Background: an optimization exercise with open tools, aiming at small area, a short achievable clock period and few clock cycles. Do not read the settings as production practice. Where RTL was checked, it was by simulation tests only, not by an equivalence proof against the original. Power is estimated from default activity; no workload was simulated.

==> job 659: inputs <==
Design JAM, start of the top module:
module JAM (
    input CLK,
    input RST,
    output [2:0] W,
    output [2:0] J,
    input [6:0] Cost,
    output reg [3:0] MatchCount,
    output reg [9:0] MinCost,
    output reg Valid
);
clock: 10.0 ns
lec_check: 0
cap_margin: 20
core_margin: 2
core_utilization: 40
slew_margin: 20
standard.sh (not shown) runs the stock make flow with config.mk's settings and CLKGATE_MAP_FILE= SYNTH_SCRIPT=/design/flow/synth_recipe.tcl, a recipe that flattens the netlist after the stock synthesis.
==> flow/flow/run.sh <==
#!/bin/bash
# Standard layout with two changes: the port buffers use a normal buffer cell (buf_4)
# instead of the default pick, and clock tree synthesis builds its tree from clkbuf_8,
# without dummy loads, in clusters of up to 15 flip-flops.
set -euo pipefail
export BUFFER_PORTS_ARGS="-buffer_cell sky130_fd_sc_hd__buf_4"
export CTS_ARGS="-sink_clustering_enable -repair_clock_nets -dont_use_dummy_load -buf_list sky130_fd_sc_hd__clkbuf_8 -sink_clustering_size 15 -sink_clustering_max_diameter 100"
bash standard.sh finish > standard_flow.log 2>&1
==> job 4769 (differences from job 659) <==
==> flow/flow/run.sh (replaced) <==
#!/bin/bash
# Standard layout with two changes: the port buffers use a normal buffer cell (buf_4)
# instead of the default pick, and clock tree synthesis builds its tree from clkbuf_16,
# without dummy loads, in clusters of up to 20 flip-flops.
set -euo pipefail
export BUFFER_PORTS_ARGS="-buffer_cell sky130_fd_sc_hd__buf_4"
export CTS_ARGS="-sink_clustering_enable -repair_clock_nets -dont_use_dummy_load -buf_list sky130_fd_sc_hd__clkbuf_16 -sink_clustering_size 20 -sink_clustering_max_diameter 150"
bash standard.sh finish > standard_flow.log 2>&1
==> notes.md <==
final cycle utilization of the critical path=about two fifths; family with the most delay on the worst path=compound AO/OA/AOI/OAI gates; fin area=approximately 100000 um2; status=finished clean; Lkg Pwr=43.7 nW; routed wl met3=15300 um; number of buffers created by CTS=205; Worst Hold Path EP=q1[4][9]; Via Count=55.9k; relative slew slack=25.5%; Worst Hold Launch=q1[3][9]; CP Capture Point=l1_t1[9]; met2 usage=between 20% and 30%
The numbers above come from job 659.

==> notes.md <==
status=finished clean; fin area=about 100000 um2; relative slew slack=between 20% and 30%; Worst Hold Path EP=q2[27][12]; met2 usage=between 20% and 30%; family with the most delay on the worst path=adder cells; number of buffers created by CTS=roughly 160; CP Capture Point=l2_e[2][7]; Worst Hold Launch=q2[26][12]
The numbers above come from job 4769.

Function was not checked in any run of this note: the RTL went through the layout flow alone.

* * *

==> inputs of 02-17 <==
Another version of the RTL of JAM (not shown whole).
export LEC_CHECK = 0
export CAP_MARGIN = 20
export CORE_MARGIN = 2
export CORE_UTILIZATION = 40
export SLEW_MARGIN = 20
create_clock -name core_clock -period 10.0 [get_ports {CLK}]
==> flow/flow/run.sh <==
#!/bin/bash
# Standard layout with two changes: the port buffers use a normal buffer cell (buf_4)
# instead of the default pick, and clock tree synthesis builds its tree from clkbuf_8
# without dummy loads.
set -euo pipefail
export BUFFER_PORTS_ARGS="-buffer_cell sky130_fd_sc_hd__buf_4"
export CTS_ARGS="-sink_clustering_enable -repair_clock_nets -dont_use_dummy_load -buf_list sky130_fd_sc_hd__clkbuf_8"
bash standard.sh finish > standard_flow.log 2>&1
==> inputs of 10-24, as changes to 02-17 <==
--- a/flow/design.v
+++ b/flow/design.v
@@ -312,24 +312,18 @@
     end
     reg [6:0] tab [0:63];
     integer ti;
     always @(posedge CLK) begin
         for (ti = 0; ti < 64; ti = ti + 1) if (a1 == ti) tab[ti] <= Cost;
     end
-    reg [7:0] g0_um2;
-    reg [5:0] g0_um1, g0_u0;
-    reg [1:0] g0_u1, g0_u2;
-    reg g0_zm1, g0_z0, g0_z1, g0_z2;       
-    reg g0_lm1, g0_l0, g0_l1, g0_l2, g0_l3;   
+    reg [7:0] g0_um2, g0_um1, g0_u0, g0_u1, g0_u2, g0_u3;
     reg [2:0] g0_rm1, g0_r0, g0_r1, g0_r2;
     wire [2:0] g0_pc = {2'd0, g0_um2[0]} + {2'd0, g0_um2[1]} + {2'd0, g0_um2[2]} + {2'd0, g0_um2[3]} + {2'd0, g0_um2[4]} + {2'd0, g0_um2[5]} + 3'd7;
     always @(posedge CLK) begin
         if (rst_q) g0_um2 <= 8'd242; else g0_um2 <= g0_um2 + 8'd1;
-        g0_um1 <= g0_um2[5:0]; g0_u0 <= g0_um1; g0_u1 <= g0_u0[1:0]; g0_u2 <= g0_u1;
-        g0_zm1 <= (g0_um2 == 8'd0); g0_z0 <= g0_zm1; g0_z1 <= g0_z0; g0_z2 <= g0_z1;
-        g0_lm1 <= (g0_um2 == 8'd63); g0_l0 <= g0_lm1; g0_l1 <= g0_l0; g0_l2 <= g0_l1; g0_l3 <= g0_l2;
+        g0_um1 <= g0_um2; g0_u0 <= g0_um1; g0_u1 <= g0_u0; g0_u2 <= g0_u1; g0_u3 <= g0_u2;
         g0_rm1 <= g0_pc; g0_r0 <= g0_rm1; g0_r1 <= g0_r0; g0_r2 <= g0_r1;
     end
     reg [6:0] g0_c0;
     always @(posedge CLK) g0_c0 <= tab[{g0_r1, 3'd0}];
     reg [6:0] g0_c1;
     always @(posedge CLK) g0_c1 <= tab[{g0_r1, 3'd1}];
@@ -338,24 +332,18 @@
     reg [6:0] g0_c3;
     always @(posedge CLK) g0_c3 <= tab[{g0_rm1, 3'd3}];
     reg [6:0] g0_c4;
     always @(posedge CLK) g0_c4 <= tab[{g0_rm1, 3'd4}];
     reg [6:0] g0_c5;
     always @(posedge CLK) g0_c5 <= tab[{g0_rm1, 3'd5}];
-    reg [7:0] g1_um2;
-    reg [5:0] g1_um1, g1_u0;
-    reg [1:0] g1_u1, g1_u2;
-    reg g1_zm1, g1_z0, g1_z1, g1_z2;       
-    reg g1_lm1, g1_l0, g1_l1, g1_l2, g1_l3;   
+    reg [7:0] g1_um2, g1_um1, g1_u0, g1_u1, g1_u2, g1_u3;
     reg [2:0] g1_rm1, g1_r0, g1_r1, g1_r2;
     wire [2:0] g1_pc = {2'd0, g1_um2[0]} + {2'd0, g1_um2[1]} + {2'd0, g1_um2[2]} + {2'd0, g1_um2[3]} + {2'd0, g1_um2[4]} + {2'd0, g1_um2[5]} + 3'd0;
     always @(posedge CLK) begin
         if (rst_q) g1_um2 <= 8'd238; else g1_um2 <= g1_um2 + 8'd1;
-        g1_um1 <= g1_um2[5:0]; g1_u0 <= g1_um1; g1_u1 <= g1_u0[1:0]; g1_u2 <= g1_u1;
-        g1_zm1 <= (g1_um2 == 8'd0); g1_z0 <= g1_zm1; g1_z1 <= g1_z0; g1_z2 <= g1_z1;
-        g1_lm1 <= (g1_um2 == 8'd63); g1_l0 <= g1_lm1; g1_l1 <= g1_l0; g1_l2 <= g1_l1; g1_l3 <= g1_l2;
+        g1_um1 <= g1_um2; g1_u0 <= g1_um1; g1_u1 <= g1_u0; g1_u2 <= g1_u1; g1_u3 <= g1_u2;
         g1_rm1 <= g1_pc; g1_r0 <= g1_rm1; g1_r1 <= g1_r0; g1_r2 <= g1_r1;
     end
     reg [6:0] g1_c0;
     always @(posedge CLK) g1_c0 <= tab[{g1_r1, 3'd0}];
     reg [6:0] g1_c1;
     always @(posedge CLK) g1_c1 <= tab[{g1_r1, 3'd1}];
@@ -368,24 +356,18 @@
     reg [6:0] g1_c5;
     always @(posedge CLK) g1_c5 <= tab[{g1_rm1, 3'd5}];
     reg [6:0] g1_c6;
     always @(posedge CLK) g1_c6 <= tab[{g1_rm1, 3'd6}];
     reg [6:0] g1_c7;
     always @(posedge CLK) g1_c7 <= tab[{g1_rm1, 3'd7}];
-    reg [7:0] g2_um2;
-    reg [5:0] g2_um1, g2_u0;
-    reg [1:0] g2_u1, g2_u2;
-    reg g2_zm1, g2_z0, g2_z1, g2_z2;       
-    reg g2_lm1, g2_l0, g2_l1, g2_l2, g2_l3;   
+    reg [7:0] g2_um2, g2_um1, g2_u0, g2_u1, g2_u2, g2_u3;
     reg [2:0] g2_rm1, g2_r0, g2_r1, g2_r2;
     wire [2:0] g2_pc = {2'd0, g2_um2[0]} + {2'd0, g2_um2[1]} + {2'd0, g2_um2[2]} + {2'd0, g2_um2[3]} + {2'd0, g2_um2[4]} + {2'd0, g2_um2[5]} + 3'd1;
     always @(posedge CLK) begin
         if (rst_q) g2_um2 <= 8'd234; else g2_um2 <= g2_um2 + 8'd1;
-        g2_um1 <= g2_um2[5:0]; g2_u0 <= g2_um1; g2_u1 <= g2_u0[1:0]; g2_u2 <= g2_u1;
-        g2_zm1 <= (g2_um2 == 8'd0); g2_z0 <= g2_zm1; g2_z1 <= g2_z0; g2_z2 <= g2_z1;
-        g2_lm1 <= (g2_um2 == 8'd63); g2_l0 <= g2_lm1; g2_l1 <= g2_l0; g2_l2 <= g2_l1; g2_l3 <= g2_l2;
+        g2_um1 <= g2_um2; g2_u0 <= g2_um1; g2_u1 <= g2_u0; g2_u2 <= g2_u1; g2_u3 <= g2_u2;
         g2_rm1 <= g2_pc; g2_r0 <= g2_rm1; g2_r1 <= g2_r0; g2_r2 <= g2_r1;
     end
     reg [6:0] g2_c0;
     always @(posedge CLK) g2_c0 <= tab[{g2_r1, 3'd0}];
     reg [6:0] g2_c1;
     always @(posedge CLK) g2_c1 <= tab[{g2_r1, 3'd1}];
@@ -430,13 +412,13 @@
     wire [13:0] l0_z2;
     jam_cmb l0_cz2 (.a(l0_a1), .b(l0_b1), .y(l0_z2));
     wire [13:0] l0_t2s, l0_t1s;
     jam_cand l0_ct2 (.v(q0[0]), .c(g0_c1), .ok(g0_u2[1]), .y(l0_t2s));
     jam_cand2 l0_ct1 (.a(l0_pr), .b(l0_t2), .c(g0_c0), .ok(g0_u2[0]), .y(l0_t1s));
     always @(posedge CLK) begin
-        l0_pr <= (g0_z2 ? 14'h0400 : l0_z2);
+        l0_pr <= ((g0_u2 == 8'd0) ? 14'h0400 : l0_z2);
         l0_t2 <= l0_t2s;
         l0_t1 <= l0_t1s;
     end
     wire [13:0] l0_r;
     jam_min3 l0_cr3 (.a(l0_t1), .b(l0_t2), .c(l0_pr), .y(l0_r));
     integer qi0;
@@ -584,13 +566,13 @@
     always @(posedge CLK) begin
         q3[0] <= l3_r;
         for (qi3 = 1; qi3 < 29; qi3 = qi3 + 1) q3[qi3] <= q3[qi3-1];
     end
     always @(posedge CLK) begin
         if (rst_q) Valid <= 1'b0;
-        else if (g2_l3) Valid <= 1'b1;
+        else if (g2_u3 == 8'd63) Valid <= 1'b1;
     end
-    always @(posedge CLK) begin
-        MinCost <= l3_r[9:0];
-        MatchCount <= l3_r[13:10];
+    always @(*) begin
+        MinCost = q3[0][9:0];
+        MatchCount = q3[0][13:10];
     end
 endmodule
==> flow/flow/run.sh (replaced) <==
#!/bin/bash
# Standard layout, but the port buffers use a normal buffer cell (buf_4) instead of
# the default pick, so the output ports are driven with a normal buffer.
set -euo pipefail
export BUFFER_PORTS_ARGS="-buffer_cell sky130_fd_sc_hd__buf_4"
bash standard.sh finish > standard_flow.log 2>&1
==> summary of the runs <==
Sequential power is about the same in 02-17 and 10-24. Register-to-register slack: 02-17 is lower than 10-24 (50 ps). Against 02-17, the synthesized cell count of 10-24 is larger by about 0.65%. Between 02-17 and 10-24, the lower die area is in 02-17 (gap 0.55%, measured against 10-24). In via count, 10-24 and 02-17 hardly differ. Combinational power is about the same in 02-17 and 10-24. Core utilization: 02-17 is lower than 10-24 (1.7 points). Of 10-24 and 02-17, 02-17 has the higher clock-buffer cell count (gap 52). Against 02-17, the flip-flop and latch count of 10-24 is higher by 31.
Testbench counts of 02-17, summed over its fixed seeds: cycles 1,656.
For 10-24, only the layout was checked, not whether the RTL still works.

* * *

==> trial 39: inputs <==
RTL: one of the versions met above, not the one the previous note started from.
==> flow/config.mk <==
export PLATFORM = sky130hd
export DESIGN_NAME = JAM
export DESIGN_NICKNAME = JAM
export VERILOG_FILES = /design/flow/design.v
export SDC_FILE = /design/flow/constraint.sdc
export NUM_CORES = 4
export LEC_CHECK = 0
export CAP_MARGIN = 20
export CORE_MARGIN = 2
export CORE_UTILIZATION = 40
export SLEW_MARGIN = 20
==> flow/constraint.sdc <==
create_clock -name core_clock -period 10.0 [get_ports {CLK}]
set_input_delay 2.0000 -clock core_clock [delete_from_list [all_inputs] [get_ports {CLK}]]
set_output_delay 2.0000 -clock core_clock [all_outputs]
set_load 0.01 [all_outputs]
==> flow/flow/run.sh <==
#!/bin/bash
# Standard layout with two changes: the port buffers use a normal buffer cell (buf_4)
# instead of the default pick, and clock tree synthesis builds its tree from clkbuf_8
# without dummy loads.
set -euo pipefail
export BUFFER_PORTS_ARGS="-buffer_cell sky130_fd_sc_hd__buf_4"
export CTS_ARGS="-sink_clustering_enable -repair_clock_nets -dont_use_dummy_load -buf_list sky130_fd_sc_hd__clkbuf_8"
bash standard.sh finish > standard_flow.log 2>&1
==> build 22: changes against trial 39 <==
--- a/flow/design.v
+++ b/flow/design.v
@@ -311,40 +311,52 @@
         a1 <= wj;
     end
     reg [6:0] tab [0:63];
     integer ti;
     always @(posedge CLK) begin
         for (ti = 0; ti < 64; ti = ti + 1) if (a1 == ti) tab[ti] <= Cost;
     end
-    reg [7:0] g0_um2, g0_um1, g0_u0, g0_u1, g0_u2, g0_u3;
+    reg [7:0] g0_um2;
+    reg [5:0] g0_um1, g0_u0;
+    reg [1:0] g0_u1, g0_u2;
+    reg g0_zm1, g0_z0, g0_z1, g0_z2;       
+    reg g0_lm1, g0_l0, g0_l1, g0_l2, g0_l3;   
     reg [2:0] g0_rm1, g0_r0, g0_r1, g0_r2;
     wire [2:0] g0_pc = {2'd0, g0_um2[0]} + {2'd0, g0_um2[1]} + {2'd0, g0_um2[2]} + {2'd0, g0_um2[3]} + {2'd0, g0_um2[4]} + {2'd0, g0_um2[5]} + 3'd7;
     always @(posedge CLK) begin
         if (rst_q) g0_um2 <= 8'd242; else g0_um2 <= g0_um2 + 8'd1;
-        g0_um1 <= g0_um2; g0_u0 <= g0_um1; g0_u1 <= g0_u0; g0_u2 <= g0_u1; g0_u3 <= g0_u2;
+        g0_um1 <= g0_um2[5:0]; g0_u0 <= g0_um1; g0_u1 <= g0_u0[1:0]; g0_u2 <= g0_u1;
+        g0_zm1 <= (g0_um2 == 8'd0); g0_z0 <= g0_zm1; g0_z1 <= g0_z0; g0_z2 <= g0_z1;
+        g0_lm1 <= (g0_um2 == 8'd63); g0_l0 <= g0_lm1; g0_l1 <= g0_l0; g0_l2 <= g0_l1; g0_l3 <= g0_l2;
         g0_rm1 <= g0_pc; g0_r0 <= g0_rm1; g0_r1 <= g0_r0; g0_r2 <= g0_r1;
     end
     reg [6:0] g0_c0;
     always @(posedge CLK) g0_c0 <= tab[{g0_r1, 3'd0}];
     reg [6:0] g0_c1;
     always @(posedge CLK) g0_c1 <= tab[{g0_r1, 3'd1}];
     reg [6:0] g0_c2;
     always @(posedge CLK) g0_c2 <= tab[{g0_rm1, 3'd2}];
     reg [6:0] g0_c3;
     always @(posedge CLK) g0_c3 <= tab[{g0_rm1, 3'd3}];
     reg [6:0] g0_c4;
     always @(posedge CLK) g0_c4 <= tab[{g0_rm1, 3'd4}];
     reg [6:0] g0_c5;
     always @(posedge CLK) g0_c5 <= tab[{g0_rm1, 3'd5}];
-    reg [7:0] g1_um2, g1_um1, g1_u0, g1_u1, g1_u2, g1_u3;
+    reg [7:0] g1_um2;
+    reg [5:0] g1_um1, g1_u0;
+    reg [1:0] g1_u1, g1_u2;
+    reg g1_zm1, g1_z0, g1_z1, g1_z2;       
+    reg g1_lm1, g1_l0, g1_l1, g1_l2, g1_l3;   
     reg [2:0] g1_rm1, g1_r0, g1_r1, g1_r2;
     wire [2:0] g1_pc = {2'd0, g1_um2[0]} + {2'd0, g1_um2[1]} + {2'd0, g1_um2[2]} + {2'd0, g1_um2[3]} + {2'd0, g1_um2[4]} + {2'd0, g1_um2[5]} + 3'd0;
     always @(posedge CLK) begin
         if (rst_q) g1_um2 <= 8'd238; else g1_um2 <= g1_um2 + 8'd1;
-        g1_um1 <= g1_um2; g1_u0 <= g1_um1; g1_u1 <= g1_u0; g1_u2 <= g1_u1; g1_u3 <= g1_u2;
+        g1_um1 <= g1_um2[5:0]; g1_u0 <= g1_um1; g1_u1 <= g1_u0[1:0]; g1_u2 <= g1_u1;
+        g1_zm1 <= (g1_um2 == 8'd0); g1_z0 <= g1_zm1; g1_z1 <= g1_z0; g1_z2 <= g1_z1;
+        g1_lm1 <= (g1_um2 == 8'd63); g1_l0 <= g1_lm1; g1_l1 <= g1_l0; g1_l2 <= g1_l1; g1_l3 <= g1_l2;
         g1_rm1 <= g1_pc; g1_r0 <= g1_rm1; g1_r1 <= g1_r0; g1_r2 <= g1_r1;
     end
     reg [6:0] g1_c0;
     always @(posedge CLK) g1_c0 <= tab[{g1_r1, 3'd0}];
     reg [6:0] g1_c1;
     always @(posedge CLK) g1_c1 <= tab[{g1_r1, 3'd1}];
     reg [6:0] g1_c2;
@@ -355,20 +367,26 @@
     always @(posedge CLK) g1_c4 <= tab[{g1_rm1, 3'd4}];
     reg [6:0] g1_c5;
     always @(posedge CLK) g1_c5 <= tab[{g1_rm1, 3'd5}];
     reg [6:0] g1_c6;
     always @(posedge CLK) g1_c6 <= tab[{g1_rm1, 3'd6}];
     reg [6:0] g1_c7;
     always @(posedge CLK) g1_c7 <= tab[{g1_rm1, 3'd7}];
-    reg [7:0] g2_um2, g2_um1, g2_u0, g2_u1, g2_u2, g2_u3;
+    reg [7:0] g2_um2;
+    reg [5:0] g2_um1, g2_u0;
+    reg [1:0] g2_u1, g2_u2;
+    reg g2_zm1, g2_z0, g2_z1, g2_z2;       
+    reg g2_lm1, g2_l0, g2_l1, g2_l2, g2_l3;   
     reg [2:0] g2_rm1, g2_r0, g2_r1, g2_r2;
     wire [2:0] g2_pc = {2'd0, g2_um2[0]} + {2'd0, g2_um2[1]} + {2'd0, g2_um2[2]} + {2'd0, g2_um2[3]} + {2'd0, g2_um2[4]} + {2'd0, g2_um2[5]} + 3'd1;
     always @(posedge CLK) begin
         if (rst_q) g2_um2 <= 8'd234; else g2_um2 <= g2_um2 + 8'd1;
-        g2_um1 <= g2_um2; g2_u0 <= g2_um1; g2_u1 <= g2_u0; g2_u2 <= g2_u1; g2_u3 <= g2_u2;
+        g2_um1 <= g2_um2[5:0]; g2_u0 <= g2_um1; g2_u1 <= g2_u0[1:0]; g2_u2 <= g2_u1;
+        g2_zm1 <= (g2_um2 == 8'd0); g2_z0 <= g2_zm1; g2_z1 <= g2_z0; g2_z2 <= g2_z1;
+        g2_lm1 <= (g2_um2 == 8'd63); g2_l0 <= g2_lm1; g2_l1 <= g2_l0; g2_l2 <= g2_l1; g2_l3 <= g2_l2;
         g2_rm1 <= g2_pc; g2_r0 <= g2_rm1; g2_r1 <= g2_r0; g2_r2 <= g2_r1;
     end
     reg [6:0] g2_c0;
     always @(posedge CLK) g2_c0 <= tab[{g2_r1, 3'd0}];
     reg [6:0] g2_c1;
     always @(posedge CLK) g2_c1 <= tab[{g2_r1, 3'd1}];
     reg [6:0] g2_c2;
@@ -411,15 +429,15 @@
     reg [13:0] l0_pr, l0_t2, l0_t1;
     wire [13:0] l0_z2;
     jam_cmb l0_cz2 (.a(l0_a1), .b(l0_b1), .y(l0_z2));
     wire [13:0] l0_t2s, l0_t1s;
     jam_cand l0_ct2 (.v(q0[0]), .c(g0_c1), .ok(g0_u2[1]), .y(l0_t2s));
     jam_cand2 l0_ct1 (.a(l0_pr), .b(l0_t2), .c(g0_c0), .ok(g0_u2[0]), .y(l0_t1s));
     always @(posedge CLK) begin
-        l0_pr <= ((g0_u2 == 8'd0) ? 14'h0400 : l0_z2);
+        l0_pr <= (g0_z2 ? 14'h0400 : l0_z2);
         l0_t2 <= l0_t2s;
         l0_t1 <= l0_t1s;
     end
     wire [13:0] l0_r;
     jam_min3 l0_cr3 (.a(l0_t1), .b(l0_t2), .c(l0_pr), .y(l0_r));
     integer qi0;
     always @(posedge CLK) begin
@@ -565,14 +583,14 @@
     integer qi3;
     always @(posedge CLK) begin
         q3[0] <= l3_r;
         for (qi3 = 1; qi3 < 29; qi3 = qi3 + 1) q3[qi3] <= q3[qi3-1];
     end
     always @(posedge CLK) begin
         if (rst_q) Valid <= 1'b0;
-        else if (g2_u3 == 8'd63) Valid <= 1'b1;
+        else if (g2_l3) Valid <= 1'b1;
     end
-    always @(*) begin
-        MinCost = q3[0][9:0];
-        MatchCount = q3[0][13:10];
+    always @(posedge CLK) begin
+        MinCost <= l3_r[9:0];
+        MatchCount <= l3_r[13:10];
     end
 endmodule
==> flow/config.mk (replaced) <==
export PLATFORM = sky130hd
export DESIGN_NAME = JAM
export DESIGN_NICKNAME = JAM
export VERILOG_FILES = /design/flow/design.v
export SDC_FILE = /design/flow/constraint.sdc
export NUM_CORES = 4
export LEC_CHECK = 0
export CAP_MARGIN = 20
export CORE_MARGIN = 2
export CORE_UTILIZATION = 60
export SLEW_MARGIN = 20
==> impl_metrics.csv <==
group,metric,value,unit
cells_and_area,instances_no_fill,11300,
timing,worst_pin_slew,1.26,ns
power,pwr-share-comb,0.372,
global_routing,grt_pass1_vias,64700,
global_routing,use_met1,0.399,
worst_setup_path,reg2reg_to,"q1[0][3]$_DFF_P_",
clock_network,cts_made_buffers,437,
worst_setup_path,critPathMaxFanout,4,
status,status,"complete, no violations",
timing,max-slew-margin-rel,0.159,
die,core-area,172000,um^2
cells_and_area,nClkBuffers,437,
timing,period_minus_slack,3.92,ns
worst_setup_path,r2r_setup_slack,6.66,ns
That was build 22.
==> impl_metrics.csv <==
group,metric,value,unit
timing,period_minus_slack,3.90,ns
worst_setup_path,critPathMaxFanout,6,
die,core-area,260000,um^2
worst_setup_path,reg2reg_to,"g2_c7[1]$_DFF_P_",
cells_and_area,instances_no_fill,12600,
global_routing,grt_pass1_vias,65500,
status,status,"complete, no violations",
worst_setup_path,r2r_setup_slack,6.76,ns
timing,max-slew-margin-rel,0.170,
timing,worst_pin_slew,1.24,ns
cells_and_area,nClkBuffers,447,
That was trial 39.
Testbench counts of build 22, summed over its fixed seeds: cycles 1,656.
For trial 39, only the layout was checked, not whether the RTL still works.

[what the ideal ports hide]
The results above use ideal ports. As a check the final layouts listed here were re-extracted and re-timed, cells and wires unchanged.
Step 1 assumes that a clkbuf_16 drives the clock port and a buf_2 every other input.
Step 2, shift: input delay + t, output delay - t, t = (earliest + latest rising clock arrival at the registers) / 2. This alone moves slack from input paths to output paths.
Slacks: ideal ports / drivers / drivers and shift; pairs: ideal ports / drivers.
run | t, ns | setup WS [ns] | worst slew at a driven data input, ns
job 659 | 1.021 | 6.173 / 6.121 / 6.173 | 0.12
job 4769 | 0.880 | 6.165 / 6.165 / 6.165 | 0.10
02-17 | 1.044 | 6.158 / 6.072 / 6.656 | 0.08
10-24 | 0.945 | 6.245 / 6.147 / 6.711 | 0.14
trial 39 | 1.076 | 6.101 / 6.008 / 6.763 | 0.12
build 22 | 1.105 | 6.075 / 5.985 / 6.663 | 0.14
After both steps setup and hold are still met in every run listed.
